This design comes from an exercise in tuning for small area on the open sky130 flow, not from production work.
Only simulation tests tie the RTL to the original design; equivalence was not proved.
In this run the design's own scripts or RTL, not TritonCTS, make the clock network.
The clock port is modelled as an ideal driver, which makes a skipped or thinned clock tree look cheaper than it is; a real chip needs a root buffer or a tree.
No activity file was given, so power comes from the tool's default toggle rates.

`config.mk`:
```
export PLATFORM = sky130hd
export DESIGN_NAME = digital_takvim
export DESIGN_NICKNAME = digital_takvim
export VERILOG_FILES = /design/flow/design.v
export SDC_FILE = /design/flow/constraint.sdc
export NUM_CORES = 4
export LEC_CHECK = 0
export CAP_MARGIN = 5
export CORE_MARGIN = 2
export CORE_UTILIZATION = 75
export PLACE_DENSITY = 0.8
export SLEW_MARGIN = 5
```
`constraint.sdc`:
```
create_clock -name core_clock -period 16.0 [get_ports {clk}]
set_input_delay 3.2000 -clock core_clock [delete_from_list [all_inputs] [get_ports {clk}]]
set_output_delay 3.2000 -clock core_clock [all_outputs]
set_load 0.01 [all_outputs]
```
`design.v`:
```
`timescale 1ns / 1ps
module debouncer (
    input clk,
    input reset,
    input btn_in,
    output reg btn_out
);
    localparam [15:0] P = 16'hAA4A;
    reg btn_sync_0, btn_sync_1;
    reg [15:0] q;    
    wire clr = (btn_sync_1 == btn_out);
    wire [15:0] b = q ^ P;
    wire z = (b[14:0] == 15'd0);
    wire f = b[15] ^ b[13] ^ b[8] ^ b[0] ^ z;
    wire hit = z & ~b[15];
    always @(posedge clk or posedge reset) begin
        if (reset) begin
            btn_sync_0 <= 0;
            btn_sync_1 <= 0;
            btn_out <= 0;
        end else begin
            btn_sync_0 <= btn_in;
            btn_sync_1 <= btn_sync_0;
            if (!clr && hit)
                btn_out <= ~btn_out;
        end
    end
    always @(posedge clk)
        q <= clr ? 16'd0 : ({b[14:0], f} ^ P);
endmodule
`timescale 1ns / 1ps
module digital_takvim(
    input clk,
    input reset,
    input [5:0] LedSwitch,
    input speed,
    input Stop_buton,
    input Dakika_arttir_buton,
    input Dakika_azalt_buton,
    input Saat_arttir_buton,
    input Saat_azalt_buton,
    output [6:0] segment,
    output [3:0] sayac,
    output reg [5:0] saniye
    );
    wire stop_c, dA, dZ, hA, hZ;
    debouncer d1(.clk(clk), .reset(reset), .btn_in(Stop_buton),          .btn_out(stop_c));
    debouncer d2(.clk(clk), .reset(reset), .btn_in(Dakika_arttir_buton), .btn_out(dA));
    debouncer d3(.clk(clk), .reset(reset), .btn_in(Dakika_azalt_buton),  .btn_out(dZ));
    debouncer d4(.clk(clk), .reset(reset), .btn_in(Saat_arttir_buton),   .btn_out(hA));
    debouncer d5(.clk(clk), .reset(reset), .btn_in(Saat_azalt_buton),    .btn_out(hZ));
    reg stop, stop_prev;
    always @(posedge clk or posedge reset)
        if (reset)
            stop <= 0;
        else
            stop <= stop ^ (stop_c & ~stop_prev);
    always @(posedge clk)
        stop_prev <= stop_c;
    localparam [3:0] LP = 4'b1010;
    reg [3:0] pl;
    reg [5:0] ph;
    reg half;
    wire [3:0] ll = pl ^ LP;
    wire l10 = pl[3] & ~pl[0];    
    wire ge10 = (|ph) | l10;
    wire ge600 = l10 & (&ph[5:3]) & ph[1] & ph[0];    
    wire wrap = speed ? ge10 : ge600;
    wire tick = wrap & ~half;
    always @(posedge clk or posedge reset)
        if (reset) begin
            pl <= 4'b0111;
            ph <= 0;
            half <= 0;
        end else begin
            pl <= (l10 | wrap) ? 4'd0 : ({ll[2:0], ll[3] ^ ll[2]} ^ LP);
            ph <= wrap ? 6'd0 : ph + {5'd0, l10};
            half <= half ^ wrap;
        end
    wire sec_hi = saniye[5] & saniye[4] & saniye[3] & (saniye[2] | (saniye[1] & saniye[0]));
    wire Dar = ~stop & sec_hi;
    wire s_load = tick & stop & (|LedSwitch);
    wire s_cnt = tick & ~stop;
    wire [5:0] s_carry = {&saniye[4:0], &saniye[3:0], &saniye[2:0], &saniye[1:0], saniye[0], 1'b1};
    wire [5:0] s_tog = sec_hi ? saniye : s_carry;
    always @(posedge clk or posedge reset)
        if (reset)
            saniye <= 0;
        else
            saniye <= s_load ? LedSwitch : (saniye ^ ({6{s_cnt}} & s_tog));
    reg [3:0] mu;
    reg [2:0] mt;
    reg [3:0] hu;
    reg [1:0] ht;
    reg kd, kh;
    wire d_inc = kd & (stop ? (dA & ~dZ) : Dar);
    wire d_dec = kd & stop & dZ & ~dA;
    wire d_any = d_inc | d_dec;
    wire mu_up1 = mu[0] & ~mu[3];
    wire mu_up2 = mu[0] & mu[1];
    wire mu_up3 = mu[0] & ((mu[1] & mu[2]) | mu[3]);
    wire mu_dn1 = ~mu[0] & (mu[1] | mu[2] | mu[3]);
    wire mu_dn2 = ~mu[0] & ~mu[1] & (mu[2] | mu[3]);
    wire mu_dn3 = ~mu[0] & ~mu[1] & ~mu[2];
    wire mu9 = mu[3] & mu[0];
    wire mu0 = mu_dn3 & ~mu[3];
    wire mc = d_inc & mu9;           
    wire mb = d_dec & mu0;           
    wire mt_up1 = mt[0] & ~mt[2];
    wire mt_up2 = (mt[0] & mt[1]) | (mt[0] & mt[2]);
    wire mt_dn1 = ~mt[0] & (mt[1] | mt[2]);
    wire mt_dn2 = ~mt[0] & ~mt[1];
    wire Sar = mc & mt[2] & mt[0];
    wire Saz = mb & ~mt[2] & ~mt[1] & ~mt[0];
    wire h_inc = kh & (Sar | (stop & hA & ~hZ & ~Saz));
    wire h_dec = kh & ~Sar & stop & ((hZ & ~hA) | Saz);
    wire h_any = h_inc | h_dec;
    wire h23 = ht[1] & hu[1] & hu[0];
    wire h00 = ~ht[1] & ~ht[0] & ~hu[0] & ~hu[1] & ~hu[2] & ~hu[3];
    wire hu_up1 = hu[0] & ~hu[3];
    wire hu_up2 = hu[0] & hu[1];
    wire hu_up3 = hu[0] & ((hu[1] & hu[2]) | hu[3]);
    wire hu_dn1 = ~hu[0] & (hu[1] | hu[2] | hu[3]);
    wire hu_dn2 = ~hu[0] & ~hu[1] & (hu[2] | hu[3]);
    wire hu_dn3 = ~hu[0] & ~hu[1] & ~hu[2];
    wire hu9 = hu[3] & hu[0];
    wire hu0 = hu_dn3 & ~hu[3];
    always @(posedge clk or posedge reset)
        if (reset) begin
            mt <= 3'd3; mu <= 4'd0;
            ht <= 2'd1; hu <= 4'd8;
        end else begin
            mu[0] <= mu[0] ^ d_any;
            mu[1] <= mu[1] ^ ((d_inc & mu_up1) | (d_dec & mu_dn1));
            mu[2] <= mu[2] ^ ((d_inc & mu_up2) | (d_dec & mu_dn2));
            mu[3] <= mu[3] ^ ((d_inc & mu_up3) | (d_dec & mu_dn3));
            mt[0] <= mt[0] ^ (mc | mb);
            mt[1] <= mt[1] ^ ((mc & mt_up1) | (mb & mt_dn1));
            mt[2] <= mt[2] ^ ((mc & mt_up2) | (mb & mt_dn2));
            hu[0] <= hu[0] ^ h_any;
            hu[1] <= hu[1] ^ ((h_inc & hu_up1) | (h_dec & (hu_dn1 | h00)));
            hu[2] <= hu[2] ^ ((h_inc & hu_up2 & ~ht[1]) | (h_dec & hu_dn2));
            hu[3] <= hu[3] ^ ((h_inc & hu_up3) | (h_dec & hu_dn3 & ~h00));
            ht[0] <= ht[0] ^ ((h_inc & hu9) | (h_dec & hu0 & ~h00));
            ht[1] <= ht[1] ^ ((h_inc & ((hu9 & ht[0]) | h23)) | (h_dec & ((hu0 & ht[1]) | h00)));
        end
    always @(posedge clk) begin
        kd <= ~(dA | dZ | Dar) | (kd & ~d_any);
        kh <= ~(hA | hZ | Sar | Saz) | (kh & ~h_any);
    end
    localparam [5:0] MP = 6'b101010;
    reg [5:0] m;
    reg [1:0] sel;
    wire [5:0] ml = m ^ MP;
    wire m_wrap = (m[4:0] == 5'b00111);    
    always @(posedge clk or posedge reset)
        if (reset) begin
            m <= 6'b000111;
            sel <= 0;
        end else begin
            m <= m_wrap ? 6'd0 : ({ml[4:0], ml[5] ^ ml[4]} ^ MP);
            if (m_wrap) sel <= sel + 2'd1;
        end
    assign sayac[0] = sel[1] | sel[0];
    assign sayac[1] = sel[1] | ~sel[0];
    assign sayac[2] = ~sel[1] | sel[0];
    assign sayac[3] = ~sel[1] | ~sel[0];
    wire [3:0] dg;
    assign dg[0] = sel[0] ? (sel[1] ? ht[0] : mt[0]) : (sel[1] ? hu[0] : mu[0]);
    assign dg[1] = sel[0] ? (sel[1] ? ht[1] : mt[1]) : (sel[1] ? hu[1] : mu[1]);
    assign dg[2] = sel[0] ? (~sel[1] & mt[2]) : (sel[1] ? hu[2] : mu[2]);
    assign dg[3] = ~sel[0] & (sel[1] ? hu[3] : mu[3]);
    wire D = dg[3], C = dg[2], B = dg[1], A = dg[0];
    assign segment[0] = ~(D | B | (C & A) | (~C & ~A));
    assign segment[1] = ~(~C | (B & A) | (~B & ~A));
    assign segment[2] = ~(C | ~B | A);
    assign segment[3] = ~(D | (~C & ~A) | (B & ~A) | (~C & B) | (C & ~B & A));
    assign segment[4] = ~((~C & ~A) | (B & ~A));
    assign segment[5] = ~(D | (~B & ~A) | (C & ~B) | (C & ~A));
    assign segment[6] = ~(D | (C & ~B) | (~C & B) | (B & ~A));
endmodule
```
`flow/run.sh`:
```
#!/bin/bash
# The standard layout with these changes:
#  - synthesis is ORFS's own (flow/synth_area.tcl wraps it like synth_recipe.tcl)
#    but ABC maps with the area-oriented script flow/area.abc (a few
#    rounds of &deepsyn, then area-recovering mapping), and adders are not
#    mapped to half/full-adder cells beforehand;
#  - the port buffers are buf_1 cells;
set -euo pipefail
F=$(pwd)/flow
export MY_ABC_SCRIPT=$F/area.abc
export BUFFER_PORTS_ARGS="-buffer_cell sky130_fd_sc_hd__buf_1"
export PRE_CTS_TCL=$F/cts_tree.tcl
export CTS_NLEAF=4
export CTS_LEAF_BUF=sky130_fd_sc_hd__clkbuf_16
export CTS_ROOT_BUF=none
bash standard.sh SYNTH_SCRIPT=$F/synth_area.tcl finish > standard.log 2>&1
```
`flow/area.abc`:
```
strash
&get -n
&fraig -x
&put
scorr
dc2
strash
&get -n
&deepsyn -T 20 -S 1
&deepsyn -T 20 -S 2
&deepsyn -T 20 -S 3
&deepsyn -T 20 -S 4
&put
strash
&get -n
&dch -f
&nf -a -R 1000 -p -C 32 -F 8 -A 8
&put
topo
```
`flow/cts_tree.tcl`:
```
# Sourced by ORFS's cts.tcl as its PRE CTS hook. It replaces the
# clock_tree_synthesis command with a small tree: CTS_NLEAF leaf buffers,
# each driving one cluster of clock sinks found by balanced k-means on their
# positions, driven by the clock port directly (4 leaves or fewer) or through
# one root buffer.
# Everything else in cts.tcl (legalisation, timing repair, writing the
# results) runs unchanged.

proc clock_tree_synthesis {args} {
  set block [ord::get_db_block]
  set db [ord::get_db]
  set clknet [$block findNet clk]
  set nleaf $::env(CTS_NLEAF)
  set leaf_master [$db findMaster $::env(CTS_LEAF_BUF)]
  if {$nleaf > 4} { set root_master [$db findMaster $::env(CTS_ROOT_BUF)] }

  set sinks {}
  foreach it [$clknet getITerms] {
    set loc [[$it getInst] getLocation]
    lappend sinks [list $it [lindex $loc 0] [lindex $loc 1]]
  }
  set n [llength $sinks]
  puts "manual CTS: $n sinks, $nleaf leaves"

  # initial centres: sinks spread along x
  set sorted [lsort -integer -index 1 $sinks]
  set cx {}; set cy {}
  for {set k 0} {$k < $nleaf} {incr k} {
    set s [lindex $sorted [expr {int(($k + 0.5) * $n / $nleaf)}]]
    lappend cx [lindex $s 1]; lappend cy [lindex $s 2]
  }
  set cap [expr {int(ceil(double($n) / $nleaf)) + 1}]
  for {set iter 0} {$iter < 40} {incr iter} {
    # balanced assignment: nearest centre first, with a size cap
    set pairs {}
    set i 0
    foreach s $sinks {
      for {set k 0} {$k < $nleaf} {incr k} {
        set d [expr {abs([lindex $s 1] - [lindex $cx $k]) + abs([lindex $s 2] - [lindex $cy $k])}]
        lappend pairs [list $d $i $k]
      }
      incr i
    }
    set pairs [lsort -integer -index 0 $pairs]
    set assign [lrepeat $n -1]
    set cnt [lrepeat $nleaf 0]
    foreach p $pairs {
      lassign $p d i k
      if {[lindex $assign $i] >= 0 || [lindex $cnt $k] >= $cap} continue
      lset assign $i $k
      lset cnt $k [expr {[lindex $cnt $k] + 1}]
    }
    set sx [lrepeat $nleaf 0]; set sy [lrepeat $nleaf 0]
    for {set i 0} {$i < $n} {incr i} {
      set k [lindex $assign $i]
      lset sx $k [expr {[lindex $sx $k] + [lindex $sinks $i 1]}]
      lset sy $k [expr {[lindex $sy $k] + [lindex $sinks $i 2]}]
    }
    for {set k 0} {$k < $nleaf} {incr k} {
      set c [lindex $cnt $k]
      if {$c > 0} {
        lset cx $k [expr {[lindex $sx $k] / $c}]
        lset cy $k [expr {[lindex $sy $k] / $c}]
      }
    }
  }
  puts "manual CTS: cluster sizes $cnt"

  if {$nleaf > 4} {
    set root [odb::dbInst_create $block $root_master "clkbuf_root"]
    set rootnet [odb::dbNet_create $block "clknet_root"]
    $rootnet setSigType CLOCK
    [$root findITerm A] connect $clknet
    [$root findITerm X] connect $rootnet
  } else {
    set rootnet $clknet
  }
  set rx 0; set ry 0
  for {set k 0} {$k < $nleaf} {incr k} {
    set inst [odb::dbInst_create $block $leaf_master "clkbuf_leaf_$k"]
    $inst setLocation [lindex $cx $k] [lindex $cy $k]
    $inst setPlacementStatus PLACED
    set net [odb::dbNet_create $block "clknet_leaf_$k"]
    $net setSigType CLOCK
    [$inst findITerm A] connect $rootnet
    [$inst findITerm X] connect $net
    set leafnet($k) $net
    set rx [expr {$rx + [lindex $cx $k]}]; set ry [expr {$ry + [lindex $cy $k]}]
  }
  if {$nleaf > 4} {
    $root setLocation [expr {$rx / $nleaf}] [expr {$ry / $nleaf}]
    $root setPlacementStatus PLACED
  }
  for {set i 0} {$i < $n} {incr i} {
    set it [lindex $sinks $i 0]
    $it disconnect
    $it connect $leafnet([lindex $assign $i])
  }
  $clknet setSigType CLOCK
  set_propagated_clock [all_clocks]
}
```
`flow/synth_area.tcl`:
```
proc synth {args} { yosys synth -nofsm -noshare {*}$args }
# ABC with an area-oriented script in place of ORFS's speed script
proc abc {args} {
  set out {}
  set skip 0
  foreach a $args {
    if {$skip} { set skip 0; continue }
    if {$a eq "-script" || $a eq "-D" || $a eq "-constr"} { set skip 1; continue }
    lappend out $a
  }
  if {[info exists ::env(MY_ABC_SCRIPT)] && $::env(MY_ABC_SCRIPT) ne ""} {
    yosys abc -script $::env(MY_ABC_SCRIPT) {*}$out
  } else {
    yosys abc {*}$out
  }
}
# no separate half/full-adder mapping: ABC maps the adders with the rest
set ::env(ADDER_MAP_FILE) ""
source $::env(SCRIPTS_DIR)/synth.tcl
# left out here: clear keep_hierarchy, flatten, clean up, hide names made inside functions, write 1_2_yosys.v
```
`standard.sh`:
```
#!/bin/bash
# synth_recipe.tcl (not shown) runs the flow's synth.tcl, then flattens the netlist and writes it again
# the make line also repeats each setting of config.mk as NAME=value (left out here)
make -C /OpenROAD-flow-scripts/flow DESIGN_CONFIG=/design/flow/config.mk WORK_HOME=/design/flow/orfs CLKGATE_MAP_FILE= SYNTH_SCRIPT=/design/flow/synth_recipe.tcl "${@:-finish}"
```
==> results.txt <==
## synthesized netlist by cell type (4+ instances only)
cell type,n
clkinv_1,14
nor4b_1,4
nor2b_1,17
o21bai_1,6
nand4_1,4
dfstp_2,10
nand3_1,11
nand2_1,34
nand2b_1,6
dfrtp_1,44
and3_1,4
nor2_1,96
dfxtp_1,83
nand4b_1,4
o21ai_0,15
nor3_1,10
xnor2_1,17
or4_1,5
a21oi_1,14
xor2_1,6
nor4_1,6
mux2_1,7
## through the flow
stage                util  power, mW
CTS                 0.816      0.645
global route        0.819      0.675
detailed placement  0.800      0.523
finish              0.819      0.642
global placement    0.800      0.515
floorplan               -      0.488
## logic make-up (layout without fill, tap and decap cells)
logic type             after synthesis  after routing  synth area share
buffers and inverters               14             50            0.0110
AND/OR/NAND/NOR                    218            218             0.223
flip-flops                         137            137             0.633
AO/OA/AOI/OAI                       51             51            0.0649
XOR/XNOR                            23             23            0.0422
multiplexers                         9              9            0.0259
## critical path, delay by kind of cell, from the launching register on
family,cells,cell delay (ns)
mux,1,0.60
simple gates,3,0.62
buf+inv,1,0.18
flops,1,0.51
## routing by layer
metal | vias to the layer above | track usage
li1 | 1609 | -
met3 | 11 | 0.0148
met5 | - | 0
met4 | 0 | 0.0367
met1 | 1517 | 0.338
met2 | 47 | 0.466
## power groups by stage
stage          clock network [mW]  logic [mW]  registers [mW]
3_5_place_dp                    0       0.104           0.419
4_1_cts                     0.128       0.105           0.412
2_1_floorplan                   0      0.0741           0.414
3_3_place_gp                    0      0.0987           0.416
6_report                    0.126       0.103           0.412
5_1_grt                     0.137       0.119           0.418
## worst min-delay path by stage
stage,startpoint,end,slack (ns),cells after the start
floorplan,d1.btn_sync_0,d1.btn_sync_1,0.33,0
global placement,d4.btn_sync_0,d4.btn_sync_1,0.33,0
detailed placement,d4.btn_sync_0,d4.btn_sync_1,0.34,0
CTS,d4.btn_sync_0,d4.btn_sync_1,0.35,0
global route,d4.btn_sync_0,d4.btn_sync_1,0.35,0
finish,d4.btn_sync_0,d4.btn_sync_1,0.35,0
## registers in the layout, indices dropped and copies added (netlist names), 2 cells and up
signal,count
saniye,6
ht,2
hu,4
sel,2
d5.q,16
ph,6
mu,4
m,6
pl,4
mt,3
d3.q,16
d2.q,16
d4.q,16
d1.q,16
## cell type report
type,instances,area (um^2)
plain buffers,4,100
fillers,372,1130
inverters,14,52.6
multi-input cells,301,1710
flip-flops and latches,137,3030
well taps,77,96.3
repair buffers,32,128
==> summary.md <==
| Metric | Value |
|---|---|
| Outcome | timing/DRC/antenna clean |
| Uppermost layer routed | met4 |
| Post-synthesis cell count | 452 |
| Cell Area, Placed | around 5000 um^2 |
| Total core area | 6240 um^2 |
| First-pass GRT wire length | 14900 um |
| Final critical path time including I/O delays and setup | 5.28 ns |
| Proportion of layout cells with a drive suffix above 1 | 0.0410 |
| Die span in y | 83.8 um |
| Final hold slack | between 0.3 and 0.4 ns |
| Pre-CTS WS | 10.81 ns |
| Number of max-slew violations in the final report | 0 |
| Critical setup path kind | reg -> out |
| Clock transition at path regs | 0.12 ns |
| Primary FF master, synth | dfxtp_1 |
| Cell type with the largest total area after synthesis | dfxtp_1 |
| Final hold violations | 0 |
| DRC errors left | 0 |
| Cells on worst reg2reg path | 14 |
| Largest incremental delay on the critical path | 0.60 ns |
| Per-cell routed wire length | 14.9 um |
| Number of nets in the final layout | 504 |
| DRC violation total after the first TritonRoute iteration | around 160 |
| Distinct cell type count after synthesis | 41 |
| Sequential group share of total power | 0.643 |
| Hold buffer count at CTS | 0 |
| Amount of wire on met3 after detailed routing | 195 um |
| Ranking of synthesized cells by area | dfxtp_1 (35%), dfrtp_1 (23%), nor2_1 (7.5%), dfstp_2 (5.5%), xnor2_1 (3.1%) |
| Number of standard-cell rows in the floorplan | 29 |
| Die outline area | 7030 um^2 |
| Leak | roughly 2.1 nW |
| Launching point of the worst reg2reg path | stop |
| CP Max Fanout | 7 |
| Final antenna-violating net count | 0 |
| Data required time of the critical path | 12.80 ns |
| Vias in the first global route | 3344 |
| Cell with the biggest individual delay on the critical path | mux4_2 |
| Power share of the combinational group | 0.161 |
| Count of port buffers added during placement | 30 |
| Total global routing track utilization | 0.252 |
| Register area share after synthesis | 0.633 |
| Startpoint type of the worst setup path | flip-flop |
| Remaining Overflow, GRT | 0 |
| Share of the cycle needed by the critical path after routing | 0.330 |
| Starting utilization of the core area | 0.766 |
| Min setup slack post-route | 10.72 ns |
| Reported net switching power | 0.169 mW |
| Count of cells resized by post-cts repair | 0 |
| Worst clock skew on the final layout | 0.0180 ns |
| Leading cell type in the layout, fill and taps excluded | nor2_1 |
| Post-route cell area | around 5100 um^2 |
| RR Endpoint | ht[0] |
| Number of vias after detailed routing | ~3200 |
| IR Drop Worst-Case VDD | 127 uV |
| Min-delay worst type | reg -> reg |
| Total of flip-flops plus latches after synthesis | 137 |
| Number of enable flip-flop cells after synthesis | 0 |
| Fraction of power consumed by the clock network | 0.197 |
| Post-Synthesis Net Count | 466 |
| Net Sw Frac | 0.263 |
| Cell count after placement | 560 |
| FF-to-FF setup slack | 12.55 ns |
| Most frequent cells in the layout | nor2_1 (96), dfxtp_1 (83), dfrtp_1 (44) |
| Diode insertion count for antenna repair | 0 |
| Detailed-route wire length | 8440 um |
| Cell Int Power | 0.473 mW |
| Launch point of the worst path | sel[1] |
| Max Fclk | 0.189 GHz |
| Final Non-Filler Cells | 565 |
| FFs w/ async S/R, synth | 0.394 |
| Number of setup violations in the final report | 0 |
| Slew margin rel. | 0.230 |
| Sum of negative setup slack | 0 ns |
| HPWL reported at the end of detailed placement | 6060 um |
| Max_cap viols | 0 |
| Post-synth top area share | 0.348 |
| Ports placed on the boundary | 31 |
| Antenna violations before repair | 0 |
| WP data arrival | 2.08 ns |
| Slew of the pin with the lowest slew margin | 1.15 ns |
| CP Cell Sequence | mux4_2 > nand2b_1 > nor2b_1 > nor4_1 > buf_1 |
| Largest net degree at the start of global routing | 55 |
| Kind of end point of the critical path | primary output |
| Post-CTS Repair Setup Buffers | 0 |
| Router iterations before antenna repair | 4 |
| Clock latency reported for the late side of the worst-skew pair | 0.18 ns |
| Met1 layer wirelength in the final routing | 3740 um |
| Via count normalized by instance count | 5.64 |
| Unrepaired setup endpoints after global routing | no |
| Critical path destination | segment[0] |
| Average cell area after synthesis | roughly 11 um^2 |
| Floorplan die width | 83.8 um |
| Count of synthesis-stage warnings from yosys | 2 |
| Met2 wire len | 4400 um |
| Mapped cell area | 4780 um^2 |
| Area growth, synth to finish | 6.94% |
| Power per standard cell area | 126 nW/um^2 |
| RD Place Congestion | 0.849 |

==> afterwards: timing with drivers on the ports <==
How much do the figures lean on ideal ports? The routed layout below was timed once more, with nothing changed but the port constraints.
Step 1 assumes that a clkbuf_16 drives the clock port and a buf_2 every other input.
Step 2 moves the port delays by t, midway between the first and last clock arrival at a register: inputs arrive t later, outputs are due t later. That takes back most of the time a late clock gives input paths.
a / b / c = ideal ports / drivers / drivers and shift; a / b = the first two.
t, ns: 0.243
slack for setup (ns): 10.716 / 10.643 / 10.758
pins driven straight from the clock port: 4
After both steps this run still meets setup and hold. For this run, drivers alone change the setup slack by -0.073 ns; drivers and shift together by +0.042 ns.
